This is an optimization exercise on Yosys and OpenROAD, whose aim is small area, not a production implementation.
RTL that was checked went through simulation tests only; none was proved equivalent to the original.
The RTL of run 4 was laid out without a check of its function.
No activity file was given, so power comes from the tool's default toggle rates.

==> design/flow/design.v <==
`default_nettype none
module hub75 #(
    parameter FIFO_WIDTH = 64,
    parameter OUT_REG = 6,
    parameter CLK_SPEED = 40_000_000
) (
    input wire clk,
    input wire s_axi_valid,
    output logic s_axi_ready,
    input wire reset_n,
    input wire [FIFO_WIDTH - 1 : 0] r0_in,
    input wire [FIFO_WIDTH - 1 : 0] g0_in,
    input wire [FIFO_WIDTH - 1 : 0] b0_in,
    input wire [FIFO_WIDTH - 1 : 0] r1_in,
    input wire [FIFO_WIDTH - 1 : 0] g1_in,
    input wire [FIFO_WIDTH - 1 : 0] b1_in,
    output logic r0_out,
    output logic g0_out,
    output logic b0_out,
    output logic r1_out,
    output logic g1_out,
    output logic b1_out,
    output logic [5 - 1 : 0] addr_out,
    output logic blank,
    output logic latch_out,
    output logic clk_out
);
  logic ld_n;             
  logic sh, s3, s4, s5, s6, vd;
  logic [2:0] addr_cnt;
  logic [13:0] tmr;      
  logic tz;               
  logic [6:0] cnt;      
  logic [13:0] tload;
  logic done, rst_st, tterm, ldv;
  logic [5:0] head, col_q;
  logic [62:0] ring [6];
  logic [63:0] din [6];
  assign din[0] = r0_in;
  assign din[1] = g0_in;
  assign din[2] = b0_in;
  assign din[3] = r1_in;
  assign din[4] = g1_in;
  assign din[5] = b1_in;
  always_comb begin
    case (addr_cnt)
      3'd0: tload = 14'd0;
      3'd1: tload = 14'd13990;
      3'd2: tload = 14'd3472;
      3'd3: tload = 14'd10367;
      3'd4: tload = 14'd640;
      3'd5: tload = 14'd14945;
      3'd6: tload = 14'd851;
      3'd7: tload = 14'd10089;
      default: tload = 'x;
    endcase
  end
  assign done = (cnt == 7'd0);
  assign tterm = (tmr == 14'd5077);
  assign rst_st = ~(s_axi_ready | sh | s3 | s4 | s5 | s6);
  assign ldv = s_axi_ready & s_axi_valid;
  always_ff @(posedge clk) begin
    if (reset_n == 1'b0) begin
      s_axi_ready <= 1'b0;
      ld_n <= 1'b1;
      sh <= 1'b0;
      clk_out <= 1'b0;
      s3 <= 1'b0;
      s4 <= 1'b0;
      s5 <= 1'b0;
      s6 <= 1'b0;
      latch_out <= 1'b0;
      blank <= 1'b1;
      vd <= 1'b0;
      addr_cnt <= '0;
      addr_out <= '0;
      tz <= 1'b1;
    end else begin
      s_axi_ready <= s6 | rst_st | (s_axi_ready & ~s_axi_valid);
      ld_n <= ~(s6 | rst_st | (s_axi_ready & ~s_axi_valid));
      sh <= ldv | (sh & ~(clk_out & done));
      clk_out <= sh & ~clk_out;
      s3 <= (clk_out & done) | (s3 & ~tz);
      s4 <= s3 & tz;
      s5 <= s4;
      s6 <= s5;
      latch_out <= s6;
      blank <= ~(vd & (s_axi_ready | sh | s3));
      if (s6) vd <= 1'b1;
      if (s6) addr_cnt <= addr_cnt + 3'd1;
      if (s5 && vd && addr_cnt == 3'd0) addr_out <= addr_out + 5'd1;
      tz <= ~s6 & (tz | tterm);
    end
  end
  always_ff @(posedge clk) begin
    if (s6) tmr <= tload;
    else tmr <= {tmr[12:0], ~(^{tmr[13], tmr[12], tmr[11], tmr[1]})};
    if (s_axi_ready) cnt <= 7'd0;
    else cnt <= {cnt[5:0], ~(^{cnt[6], cnt[5]})};
  end
  always_ff @(posedge clk) begin
    ring[0][1] <= ~((ld_n | din[0][1]) & (s_axi_ready | ring[0][2]));
    ring[0][3] <= ~((ld_n | din[0][2]) & (s_axi_ready | ring[0][4]));
    ring[0][5] <= ~((ld_n | din[0][3]) & (s_axi_ready | ring[0][6]));
    ring[0][7] <= ~((ld_n | din[0][4]) & (s_axi_ready | ring[0][8]));
    ring[0][9] <= ~((ld_n | din[0][5]) & (s_axi_ready | ring[0][10]));
    ring[0][11] <= ~((ld_n | din[0][6]) & (s_axi_ready | ring[0][12]));
    ring[0][13] <= ~((ld_n | din[0][7]) & (s_axi_ready | ring[0][14]));
    ring[0][15] <= ~((ld_n | din[0][8]) & (s_axi_ready | ring[0][16]));
    ring[0][17] <= ~((ld_n | din[0][9]) & (s_axi_ready | ring[0][18]));
    ring[0][19] <= ~((ld_n | din[0][10]) & (s_axi_ready | ring[0][20]));
    ring[0][21] <= ~((ld_n | din[0][11]) & (s_axi_ready | ring[0][22]));
    ring[0][23] <= ~((ld_n | din[0][12]) & (s_axi_ready | ring[0][24]));
    ring[0][25] <= ~((ld_n | din[0][13]) & (s_axi_ready | ring[0][26]));
    ring[0][27] <= ~((ld_n | din[0][14]) & (s_axi_ready | ring[0][28]));
    ring[0][29] <= ~((ld_n | din[0][15]) & (s_axi_ready | ring[0][30]));
    ring[0][31] <= ~((ld_n | din[0][16]) & (s_axi_ready | ring[0][32]));
    ring[0][33] <= ~((ld_n | din[0][17]) & (s_axi_ready | ring[0][34]));
    ring[0][35] <= ~((ld_n | din[0][18]) & (s_axi_ready | ring[0][36]));
    ring[0][37] <= ~((ld_n | din[0][19]) & (s_axi_ready | ring[0][38]));
    ring[0][39] <= ~((ld_n | din[0][20]) & (s_axi_ready | ring[0][40]));
    ring[0][41] <= ~((ld_n | din[0][21]) & (s_axi_ready | ring[0][42]));
    ring[0][43] <= ~((ld_n | din[0][22]) & (s_axi_ready | ring[0][44]));
    ring[0][45] <= ~((ld_n | din[0][23]) & (s_axi_ready | ring[0][46]));
    ring[0][47] <= ~((ld_n | din[0][24]) & (s_axi_ready | ring[0][48]));
    ring[0][49] <= ~((ld_n | din[0][25]) & (s_axi_ready | ring[0][50]));
    ring[0][51] <= ~((ld_n | din[0][26]) & (s_axi_ready | ring[0][52]));
    ring[0][53] <= ~((ld_n | din[0][27]) & (s_axi_ready | ring[0][54]));
    ring[0][55] <= ~((ld_n | din[0][28]) & (s_axi_ready | ring[0][56]));
    ring[0][57] <= ~((ld_n | din[0][29]) & (s_axi_ready | ring[0][58]));
    ring[0][59] <= ~((ld_n | din[0][30]) & (s_axi_ready | ring[0][60]));
    ring[0][61] <= ~((ld_n | din[0][31]) & (s_axi_ready | ring[0][62]));
    ring[0][0] <= ~((ld_n | din[0][32]) & (s_axi_ready | ring[0][1]));
    ring[0][2] <= ~((ld_n | din[0][33]) & (s_axi_ready | ring[0][3]));
    ring[0][4] <= ~((ld_n | din[0][34]) & (s_axi_ready | ring[0][5]));
    ring[0][6] <= ~((ld_n | din[0][35]) & (s_axi_ready | ring[0][7]));
    ring[0][8] <= ~((ld_n | din[0][36]) & (s_axi_ready | ring[0][9]));
    ring[0][10] <= ~((ld_n | din[0][37]) & (s_axi_ready | ring[0][11]));
    ring[0][12] <= ~((ld_n | din[0][38]) & (s_axi_ready | ring[0][13]));
    ring[0][14] <= ~((ld_n | din[0][39]) & (s_axi_ready | ring[0][15]));
    ring[0][16] <= ~((ld_n | din[0][40]) & (s_axi_ready | ring[0][17]));
    ring[0][18] <= ~((ld_n | din[0][41]) & (s_axi_ready | ring[0][19]));
    ring[0][20] <= ~((ld_n | din[0][42]) & (s_axi_ready | ring[0][21]));
    ring[0][22] <= ~((ld_n | din[0][43]) & (s_axi_ready | ring[0][23]));
    ring[0][24] <= ~((ld_n | din[0][44]) & (s_axi_ready | ring[0][25]));
    ring[0][26] <= ~((ld_n | din[0][45]) & (s_axi_ready | ring[0][27]));
    ring[0][28] <= ~((ld_n | din[0][46]) & (s_axi_ready | ring[0][29]));
    ring[0][30] <= ~((ld_n | din[0][47]) & (s_axi_ready | ring[0][31]));
    ring[0][32] <= ~((ld_n | din[0][48]) & (s_axi_ready | ring[0][33]));
    ring[0][34] <= ~((ld_n | din[0][49]) & (s_axi_ready | ring[0][35]));
    ring[0][36] <= ~((ld_n | din[0][50]) & (s_axi_ready | ring[0][37]));
    ring[0][38] <= ~((ld_n | din[0][51]) & (s_axi_ready | ring[0][39]));
    ring[0][40] <= ~((ld_n | din[0][52]) & (s_axi_ready | ring[0][41]));
    ring[0][42] <= ~((ld_n | din[0][53]) & (s_axi_ready | ring[0][43]));
    ring[0][44] <= ~((ld_n | din[0][54]) & (s_axi_ready | ring[0][45]));
    ring[0][46] <= ~((ld_n | din[0][55]) & (s_axi_ready | ring[0][47]));
    ring[0][48] <= ~((ld_n | din[0][56]) & (s_axi_ready | ring[0][49]));
    ring[0][50] <= ~((ld_n | din[0][57]) & (s_axi_ready | ring[0][51]));
    ring[0][52] <= ~((ld_n | din[0][58]) & (s_axi_ready | ring[0][53]));
    ring[0][54] <= ~((ld_n | din[0][59]) & (s_axi_ready | ring[0][55]));
    ring[0][56] <= ~((ld_n | din[0][60]) & (s_axi_ready | ring[0][57]));
    ring[0][58] <= ~((ld_n | din[0][61]) & (s_axi_ready | ring[0][59]));
    ring[0][60] <= ~((ld_n | din[0][62]) & (s_axi_ready | ring[0][61]));
    ring[0][62] <= ~((ld_n | din[0][63]) & (s_axi_ready | ring[0][0]));
    ring[1][1] <= ~((ld_n | din[1][1]) & (s_axi_ready | ring[1][2]));
    ring[1][3] <= ~((ld_n | din[1][2]) & (s_axi_ready | ring[1][4]));
    ring[1][5] <= ~((ld_n | din[1][3]) & (s_axi_ready | ring[1][6]));
    ring[1][7] <= ~((ld_n | din[1][4]) & (s_axi_ready | ring[1][8]));
    ring[1][9] <= ~((ld_n | din[1][5]) & (s_axi_ready | ring[1][10]));
    ring[1][11] <= ~((ld_n | din[1][6]) & (s_axi_ready | ring[1][12]));
    ring[1][13] <= ~((ld_n | din[1][7]) & (s_axi_ready | ring[1][14]));
    ring[1][15] <= ~((ld_n | din[1][8]) & (s_axi_ready | ring[1][16]));
    ring[1][17] <= ~((ld_n | din[1][9]) & (s_axi_ready | ring[1][18]));
    ring[1][19] <= ~((ld_n | din[1][10]) & (s_axi_ready | ring[1][20]));
    ring[1][21] <= ~((ld_n | din[1][11]) & (s_axi_ready | ring[1][22]));
    ring[1][23] <= ~((ld_n | din[1][12]) & (s_axi_ready | ring[1][24]));
    ring[1][25] <= ~((ld_n | din[1][13]) & (s_axi_ready | ring[1][26]));
    ring[1][27] <= ~((ld_n | din[1][14]) & (s_axi_ready | ring[1][28]));
    ring[1][29] <= ~((ld_n | din[1][15]) & (s_axi_ready | ring[1][30]));
    ring[1][31] <= ~((ld_n | din[1][16]) & (s_axi_ready | ring[1][32]));
    ring[1][33] <= ~((ld_n | din[1][17]) & (s_axi_ready | ring[1][34]));
    ring[1][35] <= ~((ld_n | din[1][18]) & (s_axi_ready | ring[1][36]));
    ring[1][37] <= ~((ld_n | din[1][19]) & (s_axi_ready | ring[1][38]));
    ring[1][39] <= ~((ld_n | din[1][20]) & (s_axi_ready | ring[1][40]));
    ring[1][41] <= ~((ld_n | din[1][21]) & (s_axi_ready | ring[1][42]));
    ring[1][43] <= ~((ld_n | din[1][22]) & (s_axi_ready | ring[1][44]));
    ring[1][45] <= ~((ld_n | din[1][23]) & (s_axi_ready | ring[1][46]));
    ring[1][47] <= ~((ld_n | din[1][24]) & (s_axi_ready | ring[1][48]));
    ring[1][49] <= ~((ld_n | din[1][25]) & (s_axi_ready | ring[1][50]));
    ring[1][51] <= ~((ld_n | din[1][26]) & (s_axi_ready | ring[1][52]));
    ring[1][53] <= ~((ld_n | din[1][27]) & (s_axi_ready | ring[1][54]));
    ring[1][55] <= ~((ld_n | din[1][28]) & (s_axi_ready | ring[1][56]));
    ring[1][57] <= ~((ld_n | din[1][29]) & (s_axi_ready | ring[1][58]));
    ring[1][59] <= ~((ld_n | din[1][30]) & (s_axi_ready | ring[1][60]));
    ring[1][61] <= ~((ld_n | din[1][31]) & (s_axi_ready | ring[1][62]));
    ring[1][0] <= ~((ld_n | din[1][32]) & (s_axi_ready | ring[1][1]));
    ring[1][2] <= ~((ld_n | din[1][33]) & (s_axi_ready | ring[1][3]));
    ring[1][4] <= ~((ld_n | din[1][34]) & (s_axi_ready | ring[1][5]));
    ring[1][6] <= ~((ld_n | din[1][35]) & (s_axi_ready | ring[1][7]));
    ring[1][8] <= ~((ld_n | din[1][36]) & (s_axi_ready | ring[1][9]));
    ring[1][10] <= ~((ld_n | din[1][37]) & (s_axi_ready | ring[1][11]));
    ring[1][12] <= ~((ld_n | din[1][38]) & (s_axi_ready | ring[1][13]));
    ring[1][14] <= ~((ld_n | din[1][39]) & (s_axi_ready | ring[1][15]));
    ring[1][16] <= ~((ld_n | din[1][40]) & (s_axi_ready | ring[1][17]));
    ring[1][18] <= ~((ld_n | din[1][41]) & (s_axi_ready | ring[1][19]));
    ring[1][20] <= ~((ld_n | din[1][42]) & (s_axi_ready | ring[1][21]));
    ring[1][22] <= ~((ld_n | din[1][43]) & (s_axi_ready | ring[1][23]));
    ring[1][24] <= ~((ld_n | din[1][44]) & (s_axi_ready | ring[1][25]));
    ring[1][26] <= ~((ld_n | din[1][45]) & (s_axi_ready | ring[1][27]));
    ring[1][28] <= ~((ld_n | din[1][46]) & (s_axi_ready | ring[1][29]));
    ring[1][30] <= ~((ld_n | din[1][47]) & (s_axi_ready | ring[1][31]));
    ring[1][32] <= ~((ld_n | din[1][48]) & (s_axi_ready | ring[1][33]));
    ring[1][34] <= ~((ld_n | din[1][49]) & (s_axi_ready | ring[1][35]));
    ring[1][36] <= ~((ld_n | din[1][50]) & (s_axi_ready | ring[1][37]));
    ring[1][38] <= ~((ld_n | din[1][51]) & (s_axi_ready | ring[1][39]));
    ring[1][40] <= ~((ld_n | din[1][52]) & (s_axi_ready | ring[1][41]));
    ring[1][42] <= ~((ld_n | din[1][53]) & (s_axi_ready | ring[1][43]));
    ring[1][44] <= ~((ld_n | din[1][54]) & (s_axi_ready | ring[1][45]));
    ring[1][46] <= ~((ld_n | din[1][55]) & (s_axi_ready | ring[1][47]));
    ring[1][48] <= ~((ld_n | din[1][56]) & (s_axi_ready | ring[1][49]));
    ring[1][50] <= ~((ld_n | din[1][57]) & (s_axi_ready | ring[1][51]));
    ring[1][52] <= ~((ld_n | din[1][58]) & (s_axi_ready | ring[1][53]));
    ring[1][54] <= ~((ld_n | din[1][59]) & (s_axi_ready | ring[1][55]));
    ring[1][56] <= ~((ld_n | din[1][60]) & (s_axi_ready | ring[1][57]));
    ring[1][58] <= ~((ld_n | din[1][61]) & (s_axi_ready | ring[1][59]));
    ring[1][60] <= ~((ld_n | din[1][62]) & (s_axi_ready | ring[1][61]));
    ring[1][62] <= ~((ld_n | din[1][63]) & (s_axi_ready | ring[1][0]));
    ring[2][1] <= ~((ld_n | din[2][1]) & (s_axi_ready | ring[2][2]));
    ring[2][3] <= ~((ld_n | din[2][2]) & (s_axi_ready | ring[2][4]));
    ring[2][5] <= ~((ld_n | din[2][3]) & (s_axi_ready | ring[2][6]));
    ring[2][7] <= ~((ld_n | din[2][4]) & (s_axi_ready | ring[2][8]));
    ring[2][9] <= ~((ld_n | din[2][5]) & (s_axi_ready | ring[2][10]));
    ring[2][11] <= ~((ld_n | din[2][6]) & (s_axi_ready | ring[2][12]));
    ring[2][13] <= ~((ld_n | din[2][7]) & (s_axi_ready | ring[2][14]));
    ring[2][15] <= ~((ld_n | din[2][8]) & (s_axi_ready | ring[2][16]));
    ring[2][17] <= ~((ld_n | din[2][9]) & (s_axi_ready | ring[2][18]));
    ring[2][19] <= ~((ld_n | din[2][10]) & (s_axi_ready | ring[2][20]));
    ring[2][21] <= ~((ld_n | din[2][11]) & (s_axi_ready | ring[2][22]));
    ring[2][23] <= ~((ld_n | din[2][12]) & (s_axi_ready | ring[2][24]));
    ring[2][25] <= ~((ld_n | din[2][13]) & (s_axi_ready | ring[2][26]));
    ring[2][27] <= ~((ld_n | din[2][14]) & (s_axi_ready | ring[2][28]));
    ring[2][29] <= ~((ld_n | din[2][15]) & (s_axi_ready | ring[2][30]));
    ring[2][31] <= ~((ld_n | din[2][16]) & (s_axi_ready | ring[2][32]));
    ring[2][33] <= ~((ld_n | din[2][17]) & (s_axi_ready | ring[2][34]));
    ring[2][35] <= ~((ld_n | din[2][18]) & (s_axi_ready | ring[2][36]));
    ring[2][37] <= ~((ld_n | din[2][19]) & (s_axi_ready | ring[2][38]));
    ring[2][39] <= ~((ld_n | din[2][20]) & (s_axi_ready | ring[2][40]));
    ring[2][41] <= ~((ld_n | din[2][21]) & (s_axi_ready | ring[2][42]));
    ring[2][43] <= ~((ld_n | din[2][22]) & (s_axi_ready | ring[2][44]));
    ring[2][45] <= ~((ld_n | din[2][23]) & (s_axi_ready | ring[2][46]));
    ring[2][47] <= ~((ld_n | din[2][24]) & (s_axi_ready | ring[2][48]));
    ring[2][49] <= ~((ld_n | din[2][25]) & (s_axi_ready | ring[2][50]));
    ring[2][51] <= ~((ld_n | din[2][26]) & (s_axi_ready | ring[2][52]));
    ring[2][53] <= ~((ld_n | din[2][27]) & (s_axi_ready | ring[2][54]));
    ring[2][55] <= ~((ld_n | din[2][28]) & (s_axi_ready | ring[2][56]));
    ring[2][57] <= ~((ld_n | din[2][29]) & (s_axi_ready | ring[2][58]));
    ring[2][59] <= ~((ld_n | din[2][30]) & (s_axi_ready | ring[2][60]));
    ring[2][61] <= ~((ld_n | din[2][31]) & (s_axi_ready | ring[2][62]));
    ring[2][0] <= ~((ld_n | din[2][32]) & (s_axi_ready | ring[2][1]));
    ring[2][2] <= ~((ld_n | din[2][33]) & (s_axi_ready | ring[2][3]));
    ring[2][4] <= ~((ld_n | din[2][34]) & (s_axi_ready | ring[2][5]));
    ring[2][6] <= ~((ld_n | din[2][35]) & (s_axi_ready | ring[2][7]));
    ring[2][8] <= ~((ld_n | din[2][36]) & (s_axi_ready | ring[2][9]));
    ring[2][10] <= ~((ld_n | din[2][37]) & (s_axi_ready | ring[2][11]));
    ring[2][12] <= ~((ld_n | din[2][38]) & (s_axi_ready | ring[2][13]));
    ring[2][14] <= ~((ld_n | din[2][39]) & (s_axi_ready | ring[2][15]));
    ring[2][16] <= ~((ld_n | din[2][40]) & (s_axi_ready | ring[2][17]));
    ring[2][18] <= ~((ld_n | din[2][41]) & (s_axi_ready | ring[2][19]));
    ring[2][20] <= ~((ld_n | din[2][42]) & (s_axi_ready | ring[2][21]));
    ring[2][22] <= ~((ld_n | din[2][43]) & (s_axi_ready | ring[2][23]));
    ring[2][24] <= ~((ld_n | din[2][44]) & (s_axi_ready | ring[2][25]));
    ring[2][26] <= ~((ld_n | din[2][45]) & (s_axi_ready | ring[2][27]));
    ring[2][28] <= ~((ld_n | din[2][46]) & (s_axi_ready | ring[2][29]));
    ring[2][30] <= ~((ld_n | din[2][47]) & (s_axi_ready | ring[2][31]));
    ring[2][32] <= ~((ld_n | din[2][48]) & (s_axi_ready | ring[2][33]));
    ring[2][34] <= ~((ld_n | din[2][49]) & (s_axi_ready | ring[2][35]));
    ring[2][36] <= ~((ld_n | din[2][50]) & (s_axi_ready | ring[2][37]));
    ring[2][38] <= ~((ld_n | din[2][51]) & (s_axi_ready | ring[2][39]));
    ring[2][40] <= ~((ld_n | din[2][52]) & (s_axi_ready | ring[2][41]));
    ring[2][42] <= ~((ld_n | din[2][53]) & (s_axi_ready | ring[2][43]));
    ring[2][44] <= ~((ld_n | din[2][54]) & (s_axi_ready | ring[2][45]));
    ring[2][46] <= ~((ld_n | din[2][55]) & (s_axi_ready | ring[2][47]));
    ring[2][48] <= ~((ld_n | din[2][56]) & (s_axi_ready | ring[2][49]));
    ring[2][50] <= ~((ld_n | din[2][57]) & (s_axi_ready | ring[2][51]));
    ring[2][52] <= ~((ld_n | din[2][58]) & (s_axi_ready | ring[2][53]));
    ring[2][54] <= ~((ld_n | din[2][59]) & (s_axi_ready | ring[2][55]));
    ring[2][56] <= ~((ld_n | din[2][60]) & (s_axi_ready | ring[2][57]));
    ring[2][58] <= ~((ld_n | din[2][61]) & (s_axi_ready | ring[2][59]));
    ring[2][60] <= ~((ld_n | din[2][62]) & (s_axi_ready | ring[2][61]));
    ring[2][62] <= ~((ld_n | din[2][63]) & (s_axi_ready | ring[2][0]));
    ring[3][1] <= ~((ld_n | din[3][1]) & (s_axi_ready | ring[3][2]));
    ring[3][3] <= ~((ld_n | din[3][2]) & (s_axi_ready | ring[3][4]));
    ring[3][5] <= ~((ld_n | din[3][3]) & (s_axi_ready | ring[3][6]));
    ring[3][7] <= ~((ld_n | din[3][4]) & (s_axi_ready | ring[3][8]));
    ring[3][9] <= ~((ld_n | din[3][5]) & (s_axi_ready | ring[3][10]));
    ring[3][11] <= ~((ld_n | din[3][6]) & (s_axi_ready | ring[3][12]));
    ring[3][13] <= ~((ld_n | din[3][7]) & (s_axi_ready | ring[3][14]));
    ring[3][15] <= ~((ld_n | din[3][8]) & (s_axi_ready | ring[3][16]));
    ring[3][17] <= ~((ld_n | din[3][9]) & (s_axi_ready | ring[3][18]));
    ring[3][19] <= ~((ld_n | din[3][10]) & (s_axi_ready | ring[3][20]));
    ring[3][21] <= ~((ld_n | din[3][11]) & (s_axi_ready | ring[3][22]));
    ring[3][23] <= ~((ld_n | din[3][12]) & (s_axi_ready | ring[3][24]));
    ring[3][25] <= ~((ld_n | din[3][13]) & (s_axi_ready | ring[3][26]));
    ring[3][27] <= ~((ld_n | din[3][14]) & (s_axi_ready | ring[3][28]));
    ring[3][29] <= ~((ld_n | din[3][15]) & (s_axi_ready | ring[3][30]));
    ring[3][31] <= ~((ld_n | din[3][16]) & (s_axi_ready | ring[3][32]));
    ring[3][33] <= ~((ld_n | din[3][17]) & (s_axi_ready | ring[3][34]));
    ring[3][35] <= ~((ld_n | din[3][18]) & (s_axi_ready | ring[3][36]));
    ring[3][37] <= ~((ld_n | din[3][19]) & (s_axi_ready | ring[3][38]));
    ring[3][39] <= ~((ld_n | din[3][20]) & (s_axi_ready | ring[3][40]));
    ring[3][41] <= ~((ld_n | din[3][21]) & (s_axi_ready | ring[3][42]));
    ring[3][43] <= ~((ld_n | din[3][22]) & (s_axi_ready | ring[3][44]));
    ring[3][45] <= ~((ld_n | din[3][23]) & (s_axi_ready | ring[3][46]));
    ring[3][47] <= ~((ld_n | din[3][24]) & (s_axi_ready | ring[3][48]));
    ring[3][49] <= ~((ld_n | din[3][25]) & (s_axi_ready | ring[3][50]));
    ring[3][51] <= ~((ld_n | din[3][26]) & (s_axi_ready | ring[3][52]));
    ring[3][53] <= ~((ld_n | din[3][27]) & (s_axi_ready | ring[3][54]));
    ring[3][55] <= ~((ld_n | din[3][28]) & (s_axi_ready | ring[3][56]));
    ring[3][57] <= ~((ld_n | din[3][29]) & (s_axi_ready | ring[3][58]));
    ring[3][59] <= ~((ld_n | din[3][30]) & (s_axi_ready | ring[3][60]));
    ring[3][61] <= ~((ld_n | din[3][31]) & (s_axi_ready | ring[3][62]));
    ring[3][0] <= ~((ld_n | din[3][32]) & (s_axi_ready | ring[3][1]));
    ring[3][2] <= ~((ld_n | din[3][33]) & (s_axi_ready | ring[3][3]));
    ring[3][4] <= ~((ld_n | din[3][34]) & (s_axi_ready | ring[3][5]));
    ring[3][6] <= ~((ld_n | din[3][35]) & (s_axi_ready | ring[3][7]));
    ring[3][8] <= ~((ld_n | din[3][36]) & (s_axi_ready | ring[3][9]));
    ring[3][10] <= ~((ld_n | din[3][37]) & (s_axi_ready | ring[3][11]));
    ring[3][12] <= ~((ld_n | din[3][38]) & (s_axi_ready | ring[3][13]));
    ring[3][14] <= ~((ld_n | din[3][39]) & (s_axi_ready | ring[3][15]));
    ring[3][16] <= ~((ld_n | din[3][40]) & (s_axi_ready | ring[3][17]));
    ring[3][18] <= ~((ld_n | din[3][41]) & (s_axi_ready | ring[3][19]));
    ring[3][20] <= ~((ld_n | din[3][42]) & (s_axi_ready | ring[3][21]));
    ring[3][22] <= ~((ld_n | din[3][43]) & (s_axi_ready | ring[3][23]));
    ring[3][24] <= ~((ld_n | din[3][44]) & (s_axi_ready | ring[3][25]));
    ring[3][26] <= ~((ld_n | din[3][45]) & (s_axi_ready | ring[3][27]));
    ring[3][28] <= ~((ld_n | din[3][46]) & (s_axi_ready | ring[3][29]));
    ring[3][30] <= ~((ld_n | din[3][47]) & (s_axi_ready | ring[3][31]));
    ring[3][32] <= ~((ld_n | din[3][48]) & (s_axi_ready | ring[3][33]));
    ring[3][34] <= ~((ld_n | din[3][49]) & (s_axi_ready | ring[3][35]));
    ring[3][36] <= ~((ld_n | din[3][50]) & (s_axi_ready | ring[3][37]));
    ring[3][38] <= ~((ld_n | din[3][51]) & (s_axi_ready | ring[3][39]));
    ring[3][40] <= ~((ld_n | din[3][52]) & (s_axi_ready | ring[3][41]));
    ring[3][42] <= ~((ld_n | din[3][53]) & (s_axi_ready | ring[3][43]));
    ring[3][44] <= ~((ld_n | din[3][54]) & (s_axi_ready | ring[3][45]));
    ring[3][46] <= ~((ld_n | din[3][55]) & (s_axi_ready | ring[3][47]));
    ring[3][48] <= ~((ld_n | din[3][56]) & (s_axi_ready | ring[3][49]));
    ring[3][50] <= ~((ld_n | din[3][57]) & (s_axi_ready | ring[3][51]));
    ring[3][52] <= ~((ld_n | din[3][58]) & (s_axi_ready | ring[3][53]));
    ring[3][54] <= ~((ld_n | din[3][59]) & (s_axi_ready | ring[3][55]));
    ring[3][56] <= ~((ld_n | din[3][60]) & (s_axi_ready | ring[3][57]));
    ring[3][58] <= ~((ld_n | din[3][61]) & (s_axi_ready | ring[3][59]));
    ring[3][60] <= ~((ld_n | din[3][62]) & (s_axi_ready | ring[3][61]));
    ring[3][62] <= ~((ld_n | din[3][63]) & (s_axi_ready | ring[3][0]));
    ring[4][1] <= ~((ld_n | din[4][1]) & (s_axi_ready | ring[4][2]));
    ring[4][3] <= ~((ld_n | din[4][2]) & (s_axi_ready | ring[4][4]));
    ring[4][5] <= ~((ld_n | din[4][3]) & (s_axi_ready | ring[4][6]));
    ring[4][7] <= ~((ld_n | din[4][4]) & (s_axi_ready | ring[4][8]));
    ring[4][9] <= ~((ld_n | din[4][5]) & (s_axi_ready | ring[4][10]));
    ring[4][11] <= ~((ld_n | din[4][6]) & (s_axi_ready | ring[4][12]));
    ring[4][13] <= ~((ld_n | din[4][7]) & (s_axi_ready | ring[4][14]));
    ring[4][15] <= ~((ld_n | din[4][8]) & (s_axi_ready | ring[4][16]));
    ring[4][17] <= ~((ld_n | din[4][9]) & (s_axi_ready | ring[4][18]));
    ring[4][19] <= ~((ld_n | din[4][10]) & (s_axi_ready | ring[4][20]));
    ring[4][21] <= ~((ld_n | din[4][11]) & (s_axi_ready | ring[4][22]));
    ring[4][23] <= ~((ld_n | din[4][12]) & (s_axi_ready | ring[4][24]));
    ring[4][25] <= ~((ld_n | din[4][13]) & (s_axi_ready | ring[4][26]));
    ring[4][27] <= ~((ld_n | din[4][14]) & (s_axi_ready | ring[4][28]));
    ring[4][29] <= ~((ld_n | din[4][15]) & (s_axi_ready | ring[4][30]));
    ring[4][31] <= ~((ld_n | din[4][16]) & (s_axi_ready | ring[4][32]));
    ring[4][33] <= ~((ld_n | din[4][17]) & (s_axi_ready | ring[4][34]));
    ring[4][35] <= ~((ld_n | din[4][18]) & (s_axi_ready | ring[4][36]));
    ring[4][37] <= ~((ld_n | din[4][19]) & (s_axi_ready | ring[4][38]));
    ring[4][39] <= ~((ld_n | din[4][20]) & (s_axi_ready | ring[4][40]));
    ring[4][41] <= ~((ld_n | din[4][21]) & (s_axi_ready | ring[4][42]));
    ring[4][43] <= ~((ld_n | din[4][22]) & (s_axi_ready | ring[4][44]));
    ring[4][45] <= ~((ld_n | din[4][23]) & (s_axi_ready | ring[4][46]));
    ring[4][47] <= ~((ld_n | din[4][24]) & (s_axi_ready | ring[4][48]));
    ring[4][49] <= ~((ld_n | din[4][25]) & (s_axi_ready | ring[4][50]));
    ring[4][51] <= ~((ld_n | din[4][26]) & (s_axi_ready | ring[4][52]));
    ring[4][53] <= ~((ld_n | din[4][27]) & (s_axi_ready | ring[4][54]));
    ring[4][55] <= ~((ld_n | din[4][28]) & (s_axi_ready | ring[4][56]));
    ring[4][57] <= ~((ld_n | din[4][29]) & (s_axi_ready | ring[4][58]));
    ring[4][59] <= ~((ld_n | din[4][30]) & (s_axi_ready | ring[4][60]));
    ring[4][61] <= ~((ld_n | din[4][31]) & (s_axi_ready | ring[4][62]));
    ring[4][0] <= ~((ld_n | din[4][32]) & (s_axi_ready | ring[4][1]));
    ring[4][2] <= ~((ld_n | din[4][33]) & (s_axi_ready | ring[4][3]));
    ring[4][4] <= ~((ld_n | din[4][34]) & (s_axi_ready | ring[4][5]));
    ring[4][6] <= ~((ld_n | din[4][35]) & (s_axi_ready | ring[4][7]));
    ring[4][8] <= ~((ld_n | din[4][36]) & (s_axi_ready | ring[4][9]));
    ring[4][10] <= ~((ld_n | din[4][37]) & (s_axi_ready | ring[4][11]));
    ring[4][12] <= ~((ld_n | din[4][38]) & (s_axi_ready | ring[4][13]));
    ring[4][14] <= ~((ld_n | din[4][39]) & (s_axi_ready | ring[4][15]));
    ring[4][16] <= ~((ld_n | din[4][40]) & (s_axi_ready | ring[4][17]));
    ring[4][18] <= ~((ld_n | din[4][41]) & (s_axi_ready | ring[4][19]));
    ring[4][20] <= ~((ld_n | din[4][42]) & (s_axi_ready | ring[4][21]));
    ring[4][22] <= ~((ld_n | din[4][43]) & (s_axi_ready | ring[4][23]));
    ring[4][24] <= ~((ld_n | din[4][44]) & (s_axi_ready | ring[4][25]));
    ring[4][26] <= ~((ld_n | din[4][45]) & (s_axi_ready | ring[4][27]));
    ring[4][28] <= ~((ld_n | din[4][46]) & (s_axi_ready | ring[4][29]));
    ring[4][30] <= ~((ld_n | din[4][47]) & (s_axi_ready | ring[4][31]));
    ring[4][32] <= ~((ld_n | din[4][48]) & (s_axi_ready | ring[4][33]));
    ring[4][34] <= ~((ld_n | din[4][49]) & (s_axi_ready | ring[4][35]));
    ring[4][36] <= ~((ld_n | din[4][50]) & (s_axi_ready | ring[4][37]));
    ring[4][38] <= ~((ld_n | din[4][51]) & (s_axi_ready | ring[4][39]));
    ring[4][40] <= ~((ld_n | din[4][52]) & (s_axi_ready | ring[4][41]));
    ring[4][42] <= ~((ld_n | din[4][53]) & (s_axi_ready | ring[4][43]));
    ring[4][44] <= ~((ld_n | din[4][54]) & (s_axi_ready | ring[4][45]));
    ring[4][46] <= ~((ld_n | din[4][55]) & (s_axi_ready | ring[4][47]));
    ring[4][48] <= ~((ld_n | din[4][56]) & (s_axi_ready | ring[4][49]));
    ring[4][50] <= ~((ld_n | din[4][57]) & (s_axi_ready | ring[4][51]));
    ring[4][52] <= ~((ld_n | din[4][58]) & (s_axi_ready | ring[4][53]));
    ring[4][54] <= ~((ld_n | din[4][59]) & (s_axi_ready | ring[4][55]));
    ring[4][56] <= ~((ld_n | din[4][60]) & (s_axi_ready | ring[4][57]));
    ring[4][58] <= ~((ld_n | din[4][61]) & (s_axi_ready | ring[4][59]));
    ring[4][60] <= ~((ld_n | din[4][62]) & (s_axi_ready | ring[4][61]));
    ring[4][62] <= ~((ld_n | din[4][63]) & (s_axi_ready | ring[4][0]));
    ring[5][1] <= ~((ld_n | din[5][1]) & (s_axi_ready | ring[5][2]));
    ring[5][3] <= ~((ld_n | din[5][2]) & (s_axi_ready | ring[5][4]));
    ring[5][5] <= ~((ld_n | din[5][3]) & (s_axi_ready | ring[5][6]));
    ring[5][7] <= ~((ld_n | din[5][4]) & (s_axi_ready | ring[5][8]));
    ring[5][9] <= ~((ld_n | din[5][5]) & (s_axi_ready | ring[5][10]));
    ring[5][11] <= ~((ld_n | din[5][6]) & (s_axi_ready | ring[5][12]));
    ring[5][13] <= ~((ld_n | din[5][7]) & (s_axi_ready | ring[5][14]));
    ring[5][15] <= ~((ld_n | din[5][8]) & (s_axi_ready | ring[5][16]));
    ring[5][17] <= ~((ld_n | din[5][9]) & (s_axi_ready | ring[5][18]));
    ring[5][19] <= ~((ld_n | din[5][10]) & (s_axi_ready | ring[5][20]));
    ring[5][21] <= ~((ld_n | din[5][11]) & (s_axi_ready | ring[5][22]));
    ring[5][23] <= ~((ld_n | din[5][12]) & (s_axi_ready | ring[5][24]));
    ring[5][25] <= ~((ld_n | din[5][13]) & (s_axi_ready | ring[5][26]));
    ring[5][27] <= ~((ld_n | din[5][14]) & (s_axi_ready | ring[5][28]));
    ring[5][29] <= ~((ld_n | din[5][15]) & (s_axi_ready | ring[5][30]));
    ring[5][31] <= ~((ld_n | din[5][16]) & (s_axi_ready | ring[5][32]));
    ring[5][33] <= ~((ld_n | din[5][17]) & (s_axi_ready | ring[5][34]));
    ring[5][35] <= ~((ld_n | din[5][18]) & (s_axi_ready | ring[5][36]));
    ring[5][37] <= ~((ld_n | din[5][19]) & (s_axi_ready | ring[5][38]));
    ring[5][39] <= ~((ld_n | din[5][20]) & (s_axi_ready | ring[5][40]));
    ring[5][41] <= ~((ld_n | din[5][21]) & (s_axi_ready | ring[5][42]));
    ring[5][43] <= ~((ld_n | din[5][22]) & (s_axi_ready | ring[5][44]));
    ring[5][45] <= ~((ld_n | din[5][23]) & (s_axi_ready | ring[5][46]));
    ring[5][47] <= ~((ld_n | din[5][24]) & (s_axi_ready | ring[5][48]));
    ring[5][49] <= ~((ld_n | din[5][25]) & (s_axi_ready | ring[5][50]));
    ring[5][51] <= ~((ld_n | din[5][26]) & (s_axi_ready | ring[5][52]));
    ring[5][53] <= ~((ld_n | din[5][27]) & (s_axi_ready | ring[5][54]));
    ring[5][55] <= ~((ld_n | din[5][28]) & (s_axi_ready | ring[5][56]));
    ring[5][57] <= ~((ld_n | din[5][29]) & (s_axi_ready | ring[5][58]));
    ring[5][59] <= ~((ld_n | din[5][30]) & (s_axi_ready | ring[5][60]));
    ring[5][61] <= ~((ld_n | din[5][31]) & (s_axi_ready | ring[5][62]));
    ring[5][0] <= ~((ld_n | din[5][32]) & (s_axi_ready | ring[5][1]));
    ring[5][2] <= ~((ld_n | din[5][33]) & (s_axi_ready | ring[5][3]));
    ring[5][4] <= ~((ld_n | din[5][34]) & (s_axi_ready | ring[5][5]));
    ring[5][6] <= ~((ld_n | din[5][35]) & (s_axi_ready | ring[5][7]));
    ring[5][8] <= ~((ld_n | din[5][36]) & (s_axi_ready | ring[5][9]));
    ring[5][10] <= ~((ld_n | din[5][37]) & (s_axi_ready | ring[5][11]));
    ring[5][12] <= ~((ld_n | din[5][38]) & (s_axi_ready | ring[5][13]));
    ring[5][14] <= ~((ld_n | din[5][39]) & (s_axi_ready | ring[5][15]));
    ring[5][16] <= ~((ld_n | din[5][40]) & (s_axi_ready | ring[5][17]));
    ring[5][18] <= ~((ld_n | din[5][41]) & (s_axi_ready | ring[5][19]));
    ring[5][20] <= ~((ld_n | din[5][42]) & (s_axi_ready | ring[5][21]));
    ring[5][22] <= ~((ld_n | din[5][43]) & (s_axi_ready | ring[5][23]));
    ring[5][24] <= ~((ld_n | din[5][44]) & (s_axi_ready | ring[5][25]));
    ring[5][26] <= ~((ld_n | din[5][45]) & (s_axi_ready | ring[5][27]));
    ring[5][28] <= ~((ld_n | din[5][46]) & (s_axi_ready | ring[5][29]));
    ring[5][30] <= ~((ld_n | din[5][47]) & (s_axi_ready | ring[5][31]));
    ring[5][32] <= ~((ld_n | din[5][48]) & (s_axi_ready | ring[5][33]));
    ring[5][34] <= ~((ld_n | din[5][49]) & (s_axi_ready | ring[5][35]));
    ring[5][36] <= ~((ld_n | din[5][50]) & (s_axi_ready | ring[5][37]));
    ring[5][38] <= ~((ld_n | din[5][51]) & (s_axi_ready | ring[5][39]));
    ring[5][40] <= ~((ld_n | din[5][52]) & (s_axi_ready | ring[5][41]));
    ring[5][42] <= ~((ld_n | din[5][53]) & (s_axi_ready | ring[5][43]));
    ring[5][44] <= ~((ld_n | din[5][54]) & (s_axi_ready | ring[5][45]));
    ring[5][46] <= ~((ld_n | din[5][55]) & (s_axi_ready | ring[5][47]));
    ring[5][48] <= ~((ld_n | din[5][56]) & (s_axi_ready | ring[5][49]));
    ring[5][50] <= ~((ld_n | din[5][57]) & (s_axi_ready | ring[5][51]));
    ring[5][52] <= ~((ld_n | din[5][58]) & (s_axi_ready | ring[5][53]));
    ring[5][54] <= ~((ld_n | din[5][59]) & (s_axi_ready | ring[5][55]));
    ring[5][56] <= ~((ld_n | din[5][60]) & (s_axi_ready | ring[5][57]));
    ring[5][58] <= ~((ld_n | din[5][61]) & (s_axi_ready | ring[5][59]));
    ring[5][60] <= ~((ld_n | din[5][62]) & (s_axi_ready | ring[5][61]));
    ring[5][62] <= ~((ld_n | din[5][63]) & (s_axi_ready | ring[5][0]));
  end
  always_ff @(posedge clk) begin
    for (int c = 0; c < 6; c++) begin
      if (s_axi_ready) col_q[c] <= din[c][0];
      else if (clk_out) col_q[c] <= ring[c][0];
    end
  end
  always_comb begin
    r0_out = col_q[0];
    g0_out = col_q[1];
    b0_out = col_q[2];
    r1_out = col_q[3];
    g1_out = col_q[4];
    b1_out = col_q[5];
  end
endmodule
==> design/flow/flow/run.sh <==
#!/bin/bash
# Standard layout, but with the smallest buffer on the ports.
set -euo pipefail
bash standard.sh "BUFFER_PORTS_ARGS=-buffer_cell sky130_fd_sc_hd__buf_1" finish > standard_flow.log 2>&1
==> design/flow/standard.sh <==
#!/bin/bash
# synth_recipe.tcl (not shown) runs the flow's synth.tcl, then flattens the netlist and writes it again
# the make line also repeats each setting of config.mk as NAME=value (left out here)
make -C /OpenROAD-flow-scripts/flow DESIGN_CONFIG=/design/flow/config.mk WORK_HOME=/design/flow/orfs CLKGATE_MAP_FILE= SYNTH_SCRIPT=/design/flow/synth_recipe.tcl "${@:-finish}"
==> design/flow/config.mk <==
export PLATFORM = sky130hd
export DESIGN_NAME = hub75
export DESIGN_NICKNAME = hub75
export VERILOG_FILES = /design/flow/design.v
export SDC_FILE = /design/flow/constraint.sdc
export NUM_CORES = 4
export LEC_CHECK = 0
export CAP_MARGIN = 20
export CORE_MARGIN = 2
export CORE_UTILIZATION = 40
export CTS_BUF_LIST = sky130_fd_sc_hd__clkbuf_4
export CTS_CLUSTER_SIZE = 20
export SLEW_MARGIN = 20
==> design/flow/constraint.sdc <==
create_clock -name core_clock -period 10.0 [get_ports {clk}]
set_input_delay 2.0000 -clock core_clock [delete_from_list [all_inputs] [get_ports {clk}]]
set_output_delay 2.0000 -clock core_clock [all_outputs]
set_load 0.01 [all_outputs]
==> flow_summary.ini, run 1 <==
[detailed_routing]
vias_per_cell = 4.959
top_layer = met4
routedWlPerCell_um = 16.44
ant_nets = 0
drtPass1Iterations = 4
wl_met1_um = 13380
drtIter0Drc = 399
drc = 0
wl_met3_um = 2611
routed_wl_um = 31390
vias = 9472
wl_met2_um = 14540

[critical_path]
cp.buffers_inverters = 1
crit_fanout = 83
arrival_ps = 1840
r2r_cells = 2
path_class = flop to output port
worst-r2r-setup-slack_ps = 7440
required_ps = 8000
cp_slowest_stage_delay_ps = 890
critPathTopFamily = flip-flops
rr_endpoint = col_q[3]
end_kind = output port
crit_chain = buf_1
crit_start = s_axi_ready
crit_path_top_delay_cell = dfxtp_4
start_kind = flop
rr_startpoint = s_axi_ready

[sta]
finalClockSkew_ps = 32.61
setup_viol_count_final = 0
slew_headroom_pct = 23.49
tightest_slew_ps = 1148
rsz0062_at_grt = false
finalCritPeriodShare_pct = 38.39
fmax_mhz = 260.5
setup_tns_ps = 0
period_needed_ps = 3839
hold_viol = 0
slew_viol_final = 0

[clock_network]
tritoncts = yes
clk_pin_slew_ps = 70
hold_buffers = 0
htree_levels = 3
postCtsSetupBuffers = 0
insertion_delay_ps = 710
cts_inserted_buffers = 107
cts_buffer_depth = 3
cts.sinks = 437
postCtsResizedCells = 0
cts.root.buffer_cell = clkbuf_4

[hold_path]
holdPathEnd = ring[2][1]
min_path_type = flop to flop
hold_depth = 1
min-delay-start = ring[2][2]

[outcome]
status = timing/DRC/antenna clean

[synthesis]
ys_types = 40
avgSynthCellArea_um2 = 12.22
netlist_instances = 1019
yosysWarnings = 3
muxShareOfSynthArea_pct = 2.411
synth_simple_gate_area_share_pct = 2.170
syn_nets = 1415
synth_compound_gate_area_share_pct = 19.88
yosys.area_share.adder_pct = 0.9041
synth_area_um2 = 12460
ys.flop_type = dfxtp_1
synth_top_family_by_area = compound AO/OA/AOI/OAI gates
yosysSeqAreaShare_pct = 70.72
async_flop_share_pct = 0
yosys.area_share.xor_xnor_pct = 0.3516
synth_edf_count = 6
synth_seq_cells = 437

[pwr]
p_total_mw = 4.170
powerDensity_nw_per_um2 = 270.8
p_leak_nw = 5.848
ir_worst_vdd_v = 0.0001405

[floorplan]
core_area_um2 = 30590
dieArea_um2 = 32570
die_w_um = 180.5
initial_core_util_pct = 40.72
dieHeight_um = 180.5
fp-row-count = 64
io_pins = 402

[finish]
finalNetCount = 1838
final_cell_mix = dfxtp_1, buf_1, o22ai_1
fillers = 2909
final_common_cell = dfxtp_1
fin_cells = 1910
syn_to_final_growth_pct = 23.62
drive_gt1_share_pct = 12.57

[grt]
gr-total-overflow = 0
grt_pass1_wl_um = 48890
grtUsageTotal_pct = 18.54
grt_pass1_vias = 9530
antenna_found_initial = 1
grt_max_degree = 232

[place]
gp_congestion = 0.7921
dp.cells = 1729
io_buffers = 401
hpwl_um = 20540

[job]
max-cap-violations = 0
## where the power goes
part | total [mW] | internal (mW) | switching [mW] | leakage [nW]
Combinational | 0.478 | 0.245 | 0.232 | 1.41
Clock | 1.36 | 0.714 | 0.650 | 0.752
Sequential | 2.33 | 2.17 | 0.155 | 3.68
## logic make-up (layout without fill, tap and decap cells)
| logic type | Yosys count | count (layout) |
|---|---|---|
| AO/OA/AOI/OAI | 395 | 395 |
| AND/OR/NAND/NOR | 44 | 44 |
| flip-flops | 437 | 437 |
| XOR/XNOR | 5 | 5 |
| multiplexers | 26 | 26 |
| adder cells (fa/ha/maj) | 9 | 9 |
| other | 0 | 3 |
| buffers and inverters | 103 | 595 |
## through the flow
| step | hold WS (ps) | utilization (%) | area, um2 | setup WS (ps) |
|---|---|---|---|---|
| after floorplan | 393.4 | - | 12460 | 6814 |
| after global placement | 399.6 | 46.16 | 14120 | 6206 |
| after detailed placement | 404.0 | 46.16 | 14120 | 6127 |
| after CTS | 385.2 | 50.31 | 15390 | 5999 |
| after global routing | 416.5 | 50.32 | 15390 | 5956 |
| final | 385.6 | 50.34 | 15400 | 6161 |
## cells in the mapped netlist, types with 2 or more instances
cell type / count / share of area [%]
clkbuf_1: 32 / 0.96
nand3_1: 4 / 0.16
or2_2: 2 / 0.10
buf_1: 18 / 0.54
inv_1: 12 / 0.36
dfxtp_1: 431 / 69
buf_2: 40 / 1.6
nor2b_1: 11 / 0.55
o21ai_0: 7 / 0.28
xor2_1: 3 / 0.21
nor2_1: 3 / 0.090
mux2_2: 22 / 2.0
a21boi_0: 3 / 0.18
mux2i_1: 3 / 0.24
and2_1: 4 / 0.20
xnor2_1: 2 / 0.14
edfxtp_1: 6 / 1.4
or3_1: 4 / 0.20
o22ai_1: 378 / 19
ha_1: 9 / 0.90
nand2_1: 6 / 0.18
## worst max path at each step
stage / slack, ps / cells past startpoint / endpoint
2_1_floorplan: 6810 / 5 / tload[10]
3_3_place_gp: 6210 / 5 / tload[7]
3_5_place_dp: 6130 / 5 / tload[10]
4_1_cts: 6000 / 1 / s_axi_ready
5_1_grt: 5960 / 1 / s_axi_ready
6_report: 6160 / 1 / s_axi_ready
## metal layers
layer | GRT usage, % | up-vias
li1 | - | 4753
met1 | 22.45 | 4286
met2 | 29.01 | 372
met3 | 6.973 | 61
met4 | 9.129 | 0
met5 | 0 | -
## state kept, by name, summed over array words and instances (netlist names), 3 cells and up
name and cells:
tmr 14, addr_out 5, col_q 6, ring 378
cnt 7, tload 12, addr_cnt 3
## layout make-up
cell class                 instances  area, um2  share of cell area (%)
tap                              396      495.5                   3.218
antenna                            3      7.507                 0.04876
timing repair buffer             405       1560                   10.13
multi-input combinational        479       3203                   20.80
inverter                          12      45.04                  0.2925
clock inverter                    27      136.4                  0.8857
clock buffer                     151       1134                   7.362
sequential                       437       8816                   57.26
==> run 2: changes to the inputs <==
==> design/flow/run.sh (new file) <==
#!/bin/bash
# synth_recipe.tcl (not shown) runs the flow's synth.tcl, then flattens the netlist and writes it again
# the make line also repeats each setting of config.mk as NAME=value (left out here)
make -C /OpenROAD-flow-scripts/flow DESIGN_CONFIG=/design/flow/config.mk WORK_HOME=/design/flow/orfs CLKGATE_MAP_FILE= SYNTH_SCRIPT=/design/flow/synth_recipe.tcl finish
removed: design/flow/flow/run.sh
removed: design/flow/standard.sh
==> run 2 against run 1 <==
First-iteration DRC count rose by 21%. Critical path depth stayed put. Register-to-register slack got worse by 580 ps. Cell area grew 16%. Worst setup slack lost 270 ps. Maximum frequency down 6.5%. Global-route usage is 1.7 points higher. Non-clock buffer count rose by 2. Combinational power is 22% higher. Clock skew increased by 15 ps.
==> flow_summary.ini, run 2 <==
[outcome]
status = timing/DRC/antenna clean

[finish]
top_register = ring
drive_gt1_share_pct = 13.27
final_common_cell = dfxtp_1
finalNetCount = 1841
largest_register_ffs = 378
final_cell_mix = dfxtp_1, clkdlybuf4s50_1, o22ai_1
syn_to_final_growth_pct = 43.96
fin_util_pct = 58.62

[synthesis]
syn_nets = 1415
synth_common_cells = dfxtp_1, o22ai_1, buf_2
yosysTopAreaCell = dfxtp_1
yosysMostFrequentCell = dfxtp_1
synth_area_um2 = 12460
synthTopCellsByArea = dfxtp_1, o22ai_1, mux2_2, buf_2, edfxtp_1
async_flop_share_pct = 0
ys.flop_type = dfxtp_1
synth_edf_count = 6
ys_types = 40
yosysTopAreaCellShare_pct = 69.27
yosysSeqAreaShare_pct = 70.72
netlist_instances = 1019
avgSynthCellArea_um2 = 12.22
yosysWarnings = 3
synth_seq_cells = 437

[critical_path]
worst-r2r-setup-slack_ps = 6860
crit_path_top_delay_cell = dfxtp_4
crit_fanout = 61
start_kind = flop
cp.buffers_inverters = 1
critPathTopFamily = flip-flops
arrival_ps = 2110
end_kind = output port
crit_chain = clkdlybuf4s50_1
path_class = flop to output port
cp_slowest_stage_delay_ps = 760
required_ps = 8000

[clock_network]
insertion_delay_ps = 720
hold_buffers = 0
htree_levels = 3
postCtsSetupBuffers = 0
postCtsResizedCells = 0
clk_pin_slew_ps = 60
tritoncts = yes
cts_buffer_depth = 3
cts.sinks = 437
cts.root.buffer_cell = clkbuf_4
cts_inserted_buffers = 108

[pwr]
internal-power_mw = 3.239
switching_share_pct = 24.46
p_leak_nw = 6.975
ir_worst_vdd_v = 0.0001384
clkPwrFrac_pct = 32.3
switchingPower_mw = 1.049
pwr-share-seq_pct = 54.1
p_comb_share_pct = 13.6
powerDensity_nw_per_um2 = 239.2

[detailed_routing]
routed_wl_um = 34350
routedWlPerCell_um = 17.94
ant_nets = 0
drc = 0
vias_per_cell = 4.996
drtPass1Iterations = 5
drtIter0Drc = 484
vias = 9568

[sta]
slew_viol_final = 0
fmax_mhz = 243.6
tightest_slew_ps = 1085
finalCritPeriodShare_pct = 41.05
slew_headroom_pct = 27.64
period_needed_ps = 4105
finalClockSkew_ps = 47.23
setup_tns_ps = 0
setup_viol_count_final = 0
hold_viol = 0
rsz0062_at_grt = false

[floorplan]
initial_core_util_pct = 40.72
io_pins = 402
core_area_um2 = 30590
fp-row-count = 64
dieHeight_um = 180.5
dieArea_um2 = 32570
die_w_um = 180.5

[grt]
antenna_found_initial = 4
grt_max_degree = 231
grt_pass1_wl_um = 52680
grt_pass1_vias = 9701
grtUsageTotal_pct = 20.23
gr-total-overflow = 0

[place]
gp_congestion = 0.7559
hpwl_um = 22790
io_buffers = 401

[hold_path]
min_path_type = flop to flop

[job]
max-cap-violations = 0
[run 2: layout make-up]
cell class	count	area (um2)
Clock buffer	158	1186
Fill cell	2642	12660
Antenna cell	4	10.01
Sequential cell	437	8816
Timing Repair Buffer	407	4071
Multi-Input combinational cell	479	3203
Tap cell	396	495.5
Inverter	12	45.04
Clock inverter	22	103.9
[run 2: worst paths after layout]
check,cells past startpoint,end,from
worst max register to register,3,col_q[3],s_axi_ready
worst min-delay path,1,ring[4][50],ring[4][51]
worst min register to register,1,ring[4][50],ring[4][51]
worst max-delay path,1,s_axi_ready,s_axi_ready
[run 2: power by group through the flow]
stage | logic, mW | registers [mW] | clock network (mW)
floorplan | 0.370 | 2.30 | 0
global placement | 0.572 | 2.35 | 0
detailed placement | 0.586 | 2.35 | 0
CTS | 0.589 | 2.32 | 1.44
global route | 0.646 | 2.36 | 1.53
finish | 0.585 | 2.32 | 1.38
[run 2: cell families after synthesis]
family	count (synthesis)	synth area share (%)
xor+xnor	5	0.3516
simple gates	44	2.170
buf+inv	103	3.566
compound gates	395	19.88
flops	437	70.72
mux	26	2.411
fa+ha+maj	9	0.9041
[run 2: stage by stage]
stage | cell area, um2 | cells | hold slack (ps) | power [mW] | setup WS (ps)
finish | 17930 | 1915 | 380.1 | 4.288 | 5895
global route | 17930 | 1915 | 383.1 | 4.538 | 5777
CTS | 17920 | 1911 | 375.6 | 4.349 | 5836
detailed placement | 16630 | 1731 | 404.0 | 2.940 | 5821
global placement | 16630 | 1731 | 399.9 | 2.926 | 5873
floorplan | 12460 | 1019 | 393.4 | 2.665 | 6814
[run 2: per-layer routing]
metal | global-route usage, % | up-vias | wire, um
li1 | - | 4766 | -
met1 | 24.60 | 4386 | 14750
met2 | 32.61 | 358 | 16100
met3 | 7.619 | 58 | 2741
met4 | 7.645 | 0 | 765
met5 | 0 | - | 0
==> run 3: changes to the inputs <==
--- a/design/flow/config.mk
+++ b/design/flow/config.mk
@@ -8,6 +8,4 @@
 export CAP_MARGIN = 20
 export CORE_MARGIN = 2
 export CORE_UTILIZATION = 40
-export CTS_BUF_LIST = sky130_fd_sc_hd__clkbuf_4
-export CTS_CLUSTER_SIZE = 20
 export SLEW_MARGIN = 20
==> run 3 against run 2 <==
Still clean. Non-clock buffer count is the same. Combinational power barely moved. Synthesized cell count stayed put. First-iteration DRC count increased by 2.3%. Final cell count decreased by 5.3%. Largest cell class unchanged.
==> flow_summary.ini, run 3 <==
[outcome]
status = timing/DRC/antenna clean

[floorplan]
dieHeight_um = 180.5
core_area_um2 = 30590
io_pins = 402
die_w_um = 180.5
initial_core_util_pct = 40.72
dieArea_um2 = 32570
fp-row-count = 64

[sta]
slew_headroom_pct = 31.23
tightest_slew_ps = 1032
slew_viol_final = 0
setup_tns_ps = 0
fmax_mhz = 253.3
rsz0062_at_grt = false
finalClockSkew_ps = 15.21
hold_viol = 0
setup_viol_count_final = 0
period_needed_ps = 3947
finalCritPeriodShare_pct = 39.47

[synthesis]
async_flop_share_pct = 0
netlist_instances = 1019
syn_nets = 1415
yosysTopAreaCell = dfxtp_1
synthTopCellsByArea = dfxtp_1, o22ai_1, mux2_2, buf_2, edfxtp_1
ys_types = 40
synth_edf_count = 6
synth_area_um2 = 12460
yosysSeqAreaShare_pct = 70.72
yosysTopAreaCellShare_pct = 69.27
ys.flop_type = dfxtp_1
synth_common_cells = dfxtp_1, o22ai_1, buf_2
yosysWarnings = 3
avgSynthCellArea_um2 = 12.22
synth_seq_cells = 437
yosysMostFrequentCell = dfxtp_1

[place]
gp_congestion = 0.7559
post_dp_cell_area_um2 = 16630
hpwl_um = 22790
io_buffers = 401

[critical_path]
critPathTopFamily = flip-flops
required_ps = 8000
arrival_ps = 1950
crit_path_top_delay_cell = dfxtp_4
start_kind = flop
cp.buffers_inverters = 1
end_kind = output port
path_class = flop to output port
cp_slowest_stage_delay_ps = 750
crit_chain = clkdlybuf4s50_1
worst-r2r-setup-slack_ps = 6810
crit_fanout = 61

[finish]
finalNetCount = 1778
fillers = 2575
final_common_cell = dfxtp_1
syn_to_final_growth_pct = 45.24
multi_input_area_um2 = 3203
fin_area_um2 = 18090
final_cell_mix = dfxtp_1, clkdlybuf4s50_1, o22ai_1
largest_register_ffs = 378
register_area_um2 = 8816
drive_gt1_share_pct = 7.420
top_register = ring
fin_util_pct = 59.14

[detailed_routing]
drc = 0
drtPass1Iterations = 4
ant_nets = 0
routed_wl_um = 33870
vias = 9195
routedWlPerCell_um = 18.67
vias_per_cell = 5.069
drtIter0Drc = 495

[pwr]
powerDensity_nw_per_um2 = 249.7
p_total_mw = 4.517
ir_worst_vdd_v = 0.0001623
p_leak_nw = 6.919

[clock_network]
hold_buffers = 0
postCtsResizedCells = 0
htree_levels = 2
clk_pin_slew_ps = 60
insertion_delay_ps = 530
cts.sinks = 437
postCtsSetupBuffers = 0
cts_inserted_buffers = 45
cts_buffer_depth = 3
cts.root.buffer_cell = clkbuf_16
tritoncts = yes

[grt]
grt_pass1_vias = 9238
use_met1_pct = 24.88
met3_usage_pct = 6.427
groute.layer.met2.usage_pct = 32.49
gr-total-overflow = 0
grt_max_degree = 231
grt_pass1_wl_um = 51700
antenna_found_initial = 3
grtUsageTotal_pct = 19.84
busiest_layer = met2

[hold_path]
min_path_type = flop to flop

[job]
max-cap-violations = 0
==> run 3: cell count changes in the layout (fill, tap and decap cells not counted), sizes merged <==
cell	delta
clkbuf	-89
clkinv	-8
diode	-1
inv	-4
bufinv	+1
==> run 3: kinds of logic (layout without fill, tap and decap cells) <==
logic type,Yosys count,in the layout,synth area share [%]
adders and majority gates,9,9,0.9041
other,0,3,0
and+or+nand+nor,44,44,2.170
buffers and inverters,103,499,3.566
AOI/OAI and AO/OA,395,395,19.88
muxes,26,26,2.411
DFF,437,437,70.72
xor gates and xnor gates,5,5,0.3516
==> run 3: final cells by class <==
cell class                      instances  area share (%)
Tap cell                              396           2.739
Clock buffer                           69           7.566
Inverter                               12          0.2490
Sequential cell                       437           48.73
Timing Repair Buffer                  407           22.50
Multi-Input combinational cell        479           17.71
Antenna cell                            3         0.04150
Clock inverter                         11          0.4634
==> run 3: power by group <==
part,total (mW),leakage [nW],switching (mW),internal [mW]
Sequential,2.32,3.68,0.147,2.17
Combinational,0.584,2.51,0.237,0.347
Clock,1.61,0.725,0.647,0.965
==> run 3: per-stage QoR <==
stage	std cells	hold slack, ps	setup WS [ps]
global route	1814	418.9	5963
CTS	1811	398.4	6033
detailed placement	1731	404.0	5821
finish	1814	396.8	6053
floorplan	1019	393.4	6814
global placement	1731	399.9	5873
==> run 3: per-layer routing <==
| metal | share of wire (%) | vias to the layer above |
|---|---|---|
| li1 | - | 4577 |
| met1 | 43 | 4245 |
| met2 | 46 | 319 |
| met3 | 7.7 | 54 |
| met4 | 2.4 | 0 |
| met5 | 0 | - |
==> run 3: final timing paths <==
check                           depth (start not counted)     endpoint   startpoint
worst max-delay path                                    1  s_axi_ready  s_axi_ready
worst min register to register                          1  ring[1][59]  ring[1][60]
worst max register to register                          3     col_q[3]  s_axi_ready
worst min-delay path                                    1  ring[1][59]  ring[1][60]
==> run 4: changes to the inputs <==
--- a/design/flow/design.v
+++ b/design/flow/design.v
@@ -42,21 +42,22 @@
   assign din[3] = r1_in;
   assign din[4] = g1_in;
   assign din[5] = b1_in;
-  always_comb begin
-    case (addr_cnt)
-      3'd0: tload = 14'd0;
-      3'd1: tload = 14'd13990;
-      3'd2: tload = 14'd3472;
-      3'd3: tload = 14'd10367;
-      3'd4: tload = 14'd640;
-      3'd5: tload = 14'd14945;
-      3'd6: tload = 14'd851;
-      3'd7: tload = 14'd10089;
-      default: tload = 'x;
-    endcase
-  end
+  assign tload[0] = 8'b00011111 >> addr_cnt;
+  assign tload[1] = 8'b10010010 >> addr_cnt;
+  assign tload[2] = 8'b10100001 >> addr_cnt;
+  assign tload[3] = 8'b11011000 >> addr_cnt;
+  assign tload[4] = 8'b10111110 >> addr_cnt;
+  assign tload[5] = 8'b10110110 >> addr_cnt;
+  assign tload[6] = 8'b01101100 >> addr_cnt;
+  assign tload[7] = 8'b01101001 >> addr_cnt;
+  assign tload[8] = 8'b10001101 >> addr_cnt;
+  assign tload[9] = 8'b01011010 >> addr_cnt;
+  assign tload[10] = 8'b10101001 >> addr_cnt;
+  assign tload[11] = 8'b01011110 >> addr_cnt;
+  assign tload[12] = 8'b11111011 >> addr_cnt;
+  assign tload[13] = 8'b01000100 >> addr_cnt;
   assign done = (cnt == 7'd0);
-  assign tterm = (tmr == 14'd5077);
+  assign tterm = (tmr == 14'd9714);
   assign rst_st = ~(s_axi_ready | sh | s3 | s4 | s5 | s6);
   assign ldv = s_axi_ready & s_axi_valid;
   always_ff @(posedge clk) begin
==> design/flow/flow/run.sh (new file) <==
#!/bin/bash
# Standard layout, with the smallest buffer on the ports and a leaner clock tree.
set -euo pipefail
bash standard.sh "BUFFER_PORTS_ARGS=-buffer_cell sky130_fd_sc_hd__buf_1" \
  "CTS_ARGS=-sink_clustering_enable -repair_clock_nets -buf_list {sky130_fd_sc_hd__clkbuf_8} -sink_clustering_size 18 -sink_clustering_max_diameter 100 -dont_use_dummy_load" \
  finish > standard_flow.log 2>&1
==> design/flow/standard.sh (new file) <==
#!/bin/bash
# synth_recipe.tcl (not shown) runs the flow's synth.tcl, then flattens the netlist and writes it again
# the make line also repeats each setting of config.mk as NAME=value (left out here)
make -C /OpenROAD-flow-scripts/flow DESIGN_CONFIG=/design/flow/config.mk WORK_HOME=/design/flow/orfs CLKGATE_MAP_FILE= SYNTH_SCRIPT=/design/flow/synth_recipe.tcl "${@:-finish}"
--- a/design/flow/config.mk
+++ b/design/flow/config.mk
@@ -7,5 +7,6 @@
 export LEC_CHECK = 0
 export CAP_MARGIN = 20
 export CORE_MARGIN = 2
-export CORE_UTILIZATION = 40
+export CORE_UTILIZATION = 65
+export PLACE_DENSITY = 0.75
 export SLEW_MARGIN = 20
removed: design/flow/run.sh
==> run 4 against run 3 <==
Combinational power down 15%. Die area down 39%. Critical path type unchanged. Worst hold slack improved by 5.1 ps. Still clean. Sequential share of layout area up 12 points. Clock-buffer cell count fell by 42. Maximum frequency is 2.6% higher. Highest routed layer is now met5. Cell area down 22%.
==> flow_summary.ini, run 4 <==
[outcome]
status = timing/DRC/antenna clean

[detailed_routing]
drtIter0Drc = 489
ant_nets = 0
drc = 0
drtPass1Iterations = 5
routedWlPerCell_um = 19.35
vias = 9064
vias_per_cell = 5.676
routed_wl_um = 30900

[floorplan]
initial_core_util_pct = 66.88
fp-row-count = 49
io_pins = 402
dieHeight_um = 140.4
core_area_um2 = 18090
die_w_um = 140.4
dieArea_um2 = 19720

[clock_network]
htree_levels = 1
cts_inserted_buffers = 27
postCtsResizedCells = 0
insertion_delay_ps = 580
cts.root.buffer_cell = clkbuf_8
cts_buffer_depth = 3
postCtsSetupBuffers = 0
clk_pin_slew_ps = 100
cts.sinks = 425
hold_buffers = 0
tritoncts = yes

[grt]
grtUsageTotal_pct = 29.07
grt_pass1_wl_um = 44910
grt_max_degree = 284
antenna_found_initial = 7
grt_pass1_vias = 8565
gr-total-overflow = 0

[finish]
finalNetCount = 1755
drive_gt1_share_pct = 3.532
largest_register_ffs = 378
fillers = 1268
top_register = ring
syn_to_final_growth_pct = 16.02
multi_input_area_um2 = 3139
final_common_cell = dfxtp_1
final_cell_mix = dfxtp_1, buf_1, o22ai_1
register_area_um2 = 8576

[synthesis]
synth_common_cells = dfxtp_1, o22ai_1, clkbuf_1
yosysTopAreaCell = dfxtp_1
yosys.area_share.xor_xnor_pct = 0.5069
syn_nets = 1412
synth_area_um2 = 12100
yosysMostFrequentCell = dfxtp_1
muxShareOfSynthArea_pct = 1.334
synth_seq_cells = 425
avgSynthCellArea_um2 = 11.88
synth_top_family_by_area = compound AO/OA/AOI/OAI gates
netlist_instances = 1018
ys.flop_type = dfxtp_1
yosysWarnings = 3
yosysTopAreaCellShare_pct = 69.35
synth_simple_gate_area_share_pct = 2.410
synthTopCellsByArea = dfxtp_1, o22ai_1, clkbuf_1, edfxtp_1, mux2_2
yosys.area_share.adder_pct = 0.7241
yosysSeqAreaShare_pct = 70.84
async_flop_share_pct = 0
ys_types = 37
synth_compound_gate_area_share_pct = 20.98
synth_edf_count = 6

[critical_path]
start_kind = flop
end_kind = output port
path_class = flop to output port
r2r_cells = 3
rr_endpoint = ring[2][5]
crit_fanout = 62
worst-r2r-setup-slack_ps = 7090
arrival_ps = 1850
required_ps = 8000
rr_startpoint = ld_n

[sta]
slew_headroom_pct = 29.85
holdWs_ps = 401.8
finalClockSkew_ps = 27.86
fmax_mhz = 260.0
setup_tns_ps = 0
tightest_slew_ps = 1052
hold_viol = 0
setup_viol_count_final = 0
finalCritPeriodShare_pct = 38.46
rsz0062_at_grt = false
slew_viol_final = 0
worst_slack_ps = 6154
period_needed_ps = 3846

[place]
post-place-ws_ps = 6690
io_buffers = 401
hpwl_um = 21510
gp_congestion = 0.8586

[hold_path]
hold_depth = 1
min_path_type = flop to flop
holdPathEnd = ring[0][16]
min-delay-start = ring[0][17]

[pwr]
powerDensity_nw_per_um2 = 248.6
p_leak_nw = 5.117
p_total_mw = 3.489
ir_worst_vdd_v = 0.0001852

[job]
max-cap-violations = 0
==> run 4: where the power goes <==
| part | switching (mW) | internal, mW | total, mW |
|---|---|---|---|
| clock network | 0.478 | 0.243 | 0.721 |
| registers | 0.152 | 2.12 | 2.27 |
| logic | 0.247 | 0.247 | 0.495 |
==> run 4: kinds of logic after synthesis <==
logic type | count (synthesis)
adders and majority gates | 7
and+or+nand+nor | 55
buffers and inverters | 103
AOI/OAI and AO/OA | 406
muxes | 15
DFF | 425
xor gates and xnor gates | 7
==> run 4: critical path, cell delays in order (launching register included) <==
cell and delay [ps]:
dfxtp_4 720, buf_12 330, buf_1 190
==> run 4: how the worst max path moves through the flow <==
stage,start,to,slack [ps],depth (start not counted)
final,s_axi_ready,s_axi_ready,6150,2
after global routing,s_axi_ready,s_axi_ready,6060,2
after CTS,s_axi_ready,s_axi_ready,6060,1
after detailed placement,s_axi_ready,s_axi_ready,6690,1
after global placement,s_axi_ready,s_axi_ready,6700,1
after floorplan,reset_n,addr_cnt[0],7280,4
==> run 4: per-layer routing <==
layer	up-vias	GRT usage, %	share of wire [%]
met1	4128	36.44	41
met3	94	8.308	8.0
met5	-	0	0.032
li1	4502	-	-
met4	2	14.83	5.2
met2	338	46.23	46
==> run 4: through the flow <==
stage	cells	instance area [um2]	util, %
after global routing	1594	14030	77.55
after floorplan	1018	12100	-
after global placement	1559	13590	75.13
after detailed placement	1559	13590	75.13
after CTS	1586	13960	77.18
final	1597	14030	77.59
==> run 4: layout make-up <==
type / count / area share, %
diodes: 9 / 0.1605
multi-input cells: 490 / 22.37
repair buffers: 407 / 11.39
clock buffers: 27 / 2.648
inverters: 10 / 0.2764
well taps: 229 / 2.042
flip-flops and latches: 425 / 61.11

afterwards: timing with drivers on the ports:
How much do the figures lean on ideal ports? The routed layouts below were timed once more, with nothing changed but the port constraints.
Step 1: set_driving_cell puts a clkbuf_16 on clk and a buf_2 on each other input, an assumption about the parent block.
Step 2, shift: input delay + t, output delay - t, t = (earliest + latest rising clock arrival at the registers) / 2. This alone moves slack from input paths to output paths.
Three values: no drivers, after step 1, after step 2; two values: the first two.
run | t, ns | slack for setup (ns)
run 1 | 0.738 | 6.161 / 6.120 / 6.114
run 2 | 0.736 | 5.895 / 5.857 / 5.810
run 3 | 0.567 | 6.053 / 6.007 / 5.798
run 4 | 0.604 | 6.154 / 6.115 / 6.719
After both steps setup and hold are still met in every run listed.
